Background: an optimization exercise with open tools, aiming at small area, a short achievable clock period and few clock cycles. Do not read the settings as production practice.

==> inputs of job 1056 <==
## RV32ICM
module RV32ICM
#(parameter DATA_WIDTH = 32)
(input clk,
 input n_rst,
 output [DATA_WIDTH-1:0] o_imem_addr,
 input  [DATA_WIDTH-1:0] i_imem_rdata,
 output [DATA_WIDTH-1:0] o_dmem_addr,
 output [DATA_WIDTH-1:0] o_dmem_wdata,
 output [3:0] o_dmem_wstrb,
 input  [DATA_WIDTH-1:0] i_dmem_rdata
 );
clock: 12.0 ns
lec_check: 0
cap_margin: 20
core_margin: 2
core_utilization: 40
place_density: 0.6
setup_slack_margin: 5
slew_margin: 20
run.sh (not shown) runs the stock make flow with config.mk's settings and CLKGATE_MAP_FILE= SYNTH_SCRIPT=/design/flow/synth_recipe.tcl, a recipe that flattens the netlist after the stock synthesis.
==> inputs of job 2243, as changes to job 1056 <==
--- a/flow/design.v
+++ b/flow/design.v
@@ -633,49 +633,66 @@
  input  [DATA_WIDTH-1:0] i_dmem_rdata
  );
  wire w_busy;
  wire w_ex_redirect;
  wire [31:0] w_ex_target;
  wire w_id_stall;
- wire w_id_predict;
  wire [31:0] w_id_pcimm, w_id_pcnext;
  reg [31:0] r_PC;
  wire [31:0] w_IF_inst;
  wire w_IF_isC;
  Decompression_Unit Decomp (.i_low_inst(i_imem_rdata[15:0]),
                             .i_high_inst(i_imem_rdata[31:16]),
                             .o_inst(w_IF_inst),
                             .o_ctrl_is_C_inst(w_IF_isC));
  assign o_imem_addr = r_PC;
  wire [31:0] w_PC2 = r_PC + 32'd2;
  wire [31:0] w_PC4 = r_PC + 32'd4;
  wire [31:0] w_PC_seq = w_IF_isC ? w_PC2 : w_PC4;
+ wire [31:0] w_raw = i_imem_rdata;
+ wire w_q1 = (w_raw[1:0] == 2'b01);
+ wire w_jal32 = (w_raw[6:0] == 7'b1101111);
+ wire w_br32 = (w_raw[6:0] == 7'b1100011) & (w_raw[14:13] != 2'b01) & w_raw[31];
+ wire w_cj = w_q1 & (w_raw[14:13] == 2'b01);
+ wire w_cbr = w_q1 & (w_raw[15:14] == 2'b11) & w_raw[12];
+ wire w_IF_pred = w_jal32 | w_br32 | w_cj | w_cbr;
+ reg [31:0] w_pimm;
+ always @(*) begin
+	case ({w_q1, w_raw[2]})
+		2'b00, 2'b01: w_pimm = w_raw[2] ? {{12{w_raw[31]}}, w_raw[19:12], w_raw[20], w_raw[30:21], 1'b0}
+		                                : {{20{w_raw[31]}}, w_raw[7], w_raw[30:25], w_raw[11:8], 1'b0};
+		default: w_pimm = w_raw[14] ? {{24{w_raw[12]}}, w_raw[6:5], w_raw[2], w_raw[11:10], w_raw[4:3], 1'b0}
+		                            : {{21{w_raw[12]}}, w_raw[8], w_raw[10:9], w_raw[6], w_raw[7], w_raw[2], w_raw[11], w_raw[5:3], 1'b0};
+	endcase
+ end
+ wire [31:0] w_PC_pred = r_PC + w_pimm;
  always @(posedge clk or negedge n_rst) begin
 	if (!n_rst) r_PC <= 32'd0;
 	else if (!w_busy) begin
 		if (w_ex_redirect) r_PC <= w_ex_target;
 		else if (w_id_stall) r_PC <= r_PC;
-		else if (w_id_predict) r_PC <= w_id_pcimm;
+		else if (w_IF_pred) r_PC <= w_PC_pred;
 		else r_PC <= w_PC_seq;
 	end
  end
  reg r_IFID_valid;
  reg [31:0] r_IFID_inst, r_IFID_PC;
- reg r_IFID_isC;
+ reg r_IFID_isC, r_IFID_pred;
  always @(posedge clk or negedge n_rst) begin
 	if (!n_rst) r_IFID_valid <= 1'b0;
 	else if (!w_busy) begin
-		if (w_ex_redirect || (!w_id_stall && w_id_predict)) r_IFID_valid <= 1'b0;
+		if (w_ex_redirect) r_IFID_valid <= 1'b0;
 		else if (!w_id_stall) r_IFID_valid <= 1'b1;
 	end
  end
  always @(posedge clk) begin
 	if (!w_busy && !w_id_stall) begin
 		r_IFID_inst <= w_IF_inst;
 		r_IFID_PC <= r_PC;
 		r_IFID_isC <= w_IF_isC;
+		r_IFID_pred <= w_IF_pred;
 	end
  end
  wire [31:0] I = r_IFID_inst;
  wire [6:0] w_op = I[6:0];
  wire [2:0] w_f3 = I[14:12];
  wire [6:0] w_f7 = I[31:25];
@@ -707,14 +724,13 @@
  wire w_use_rs2 = w_is_op | w_MemWrite | (w_op == 7'b1100011);
  wire w_we = w_RegWrite & (w_rd != 5'd0);
  wire w_sub = (w_ALU_Sel == 4'b0001) | (w_ALU_Sel == 4'b1000) | (w_ALU_Sel == 4'b1001) | w_is_branch;
  wire w_use_alt = w_LUI | w_AUIPC | w_is_jal | w_is_jalr;
  assign w_id_pcimm = r_IFID_PC + w_imm;
  assign w_id_pcnext = r_IFID_PC + (r_IFID_isC ? 32'd2 : 32'd4);
- assign w_id_predict = r_IFID_valid & (w_is_jal | (w_is_branch & I[31]));
- wire [31:0] w_alt = w_LUI ? w_imm : ((w_AUIPC | (w_is_branch & ~I[31])) ? w_id_pcimm : w_id_pcnext);
+ wire [31:0] w_alt = w_LUI ? w_imm : ((w_AUIPC | (w_is_branch & ~r_IFID_pred)) ? w_id_pcimm : w_id_pcnext);
  reg r_MEMWB_we;
  reg [4:0] r_MEMWB_rd;
  reg [31:0] r_MEMWB_data;
  wire [31:0] w_rf1, w_rf2;
  RegisterFile RegFile1 (.clk(clk), .n_rst(n_rst), .i_rs1(w_rs1), .i_rs2(w_rs2),
                         .i_rd(r_MEMWB_rd), .i_WriteData(r_MEMWB_data), .i_ctrl_RegWrite(r_MEMWB_we),
@@ -746,13 +762,13 @@
 		r_IDEX_MemRead <= w_MemRead;
 		r_IDEX_MemWrite <= w_MemWrite;
 		r_IDEX_Start_Mul <= w_Start_Mul;
 		r_IDEX_Start_Div <= w_Start_Div;
 		r_IDEX_is_branch <= w_is_branch;
 		r_IDEX_is_jalr <= w_is_jalr;
-		r_IDEX_pred <= I[31];
+		r_IDEX_pred <= r_IFID_pred;
 		r_IDEX_use_alt <= w_use_alt;
 		r_IDEX_use_imm <= ~(w_is_op | (w_op == 7'b1100011));
 		r_IDEX_sub <= w_sub;
 		r_IDEX_f3 <= w_f3;
 		r_IDEX_ALU_Sel <= w_ALU_Sel;
 		r_IDEX_rd <= w_rd;
==> flow/flow/run.sh (new file) <==
#!/bin/bash
# The standard layout (the standard.sh: ORFS synthesis to finish), with
# timing repair asked to leave 7 ns of setup margin at the design's clock
# period, so that the repair sizes and buffers the critical paths further.
# The clock period, constraints and synthesis are unchanged.
export SETUP_SLACK_MARGIN=7
bash standard.sh > standard.log 2>&1
==> flow/standard.sh (new file) <==
#!/bin/bash
# synth_recipe.tcl (not shown) runs the flow's synth.tcl, then flattens the netlist and writes it again
# the make line also repeats each setting of config.mk as NAME=value (left out here)
make -C /OpenROAD-flow-scripts/flow DESIGN_CONFIG=/design/flow/config.mk WORK_HOME=/design/flow/orfs CLKGATE_MAP_FILE= SYNTH_SCRIPT=/design/flow/synth_recipe.tcl "${@:-finish}"
--- a/flow/config.mk
+++ b/flow/config.mk
@@ -6,8 +6,7 @@
 export NUM_CORES = 4
 export LEC_CHECK = 0
 export CAP_MARGIN = 20
 export CORE_MARGIN = 2
 export CORE_UTILIZATION = 40
 export PLACE_DENSITY = 0.6
-export SETUP_SLACK_MARGIN = 5
 export SLEW_MARGIN = 20
removed: flow/run.sh
==> summary.txt <==
Against job 1056, the hold slack of job 2243 is lower by 0.0049 ns. In job 1056 the global-route usage is lower than in job 2243, by 0.98 points. Job 1056 completed with no timing, DRC or antenna violations. Job 2243 passed the timing, design-rule and antenna checks. Die area: job 1056 is lower than job 2243 (1.0%). Via count: job 1056 is smaller than job 2243 (3.6%). Of job 1056 and job 2243, job 2243 has the higher wire length (gap 5.1%, measured against job 2243).
Function was not checked in any run of this note: the RTL went through the layout flow alone.

[port drivers added, routing unchanged]
No port has a modelled driver above. Below, the same layouts with a new extraction and two added sets of constraints. Step 1 sets driving cells, clkbuf_16 on the clock port and buf_2 on the other inputs (assumed; they add their load-dependent delay and slew). Step 2 also shifts input and output timing later by t, the mid clock arrival at the registers, as if the neighbouring blocks saw the same clock. Three values: ideal, step 1, step 2; two values: the first two.
run	t, ns	setup slack, ns	slew at the worst register clock pin (ns)	worst data-port slew with drivers (ns)
job 1056	0.921	5.212 / 5.212 / 5.212	0.07 / 0.07	0.17
job 2243	0.916	6.392 / 6.392 / 5.773	0.07 / 0.07	0.15
After both steps setup and hold are still met in every run listed. For job 2243, which loses most, drivers alone change the setup slack by 0.000 ns; drivers and shift together by -0.619 ns.
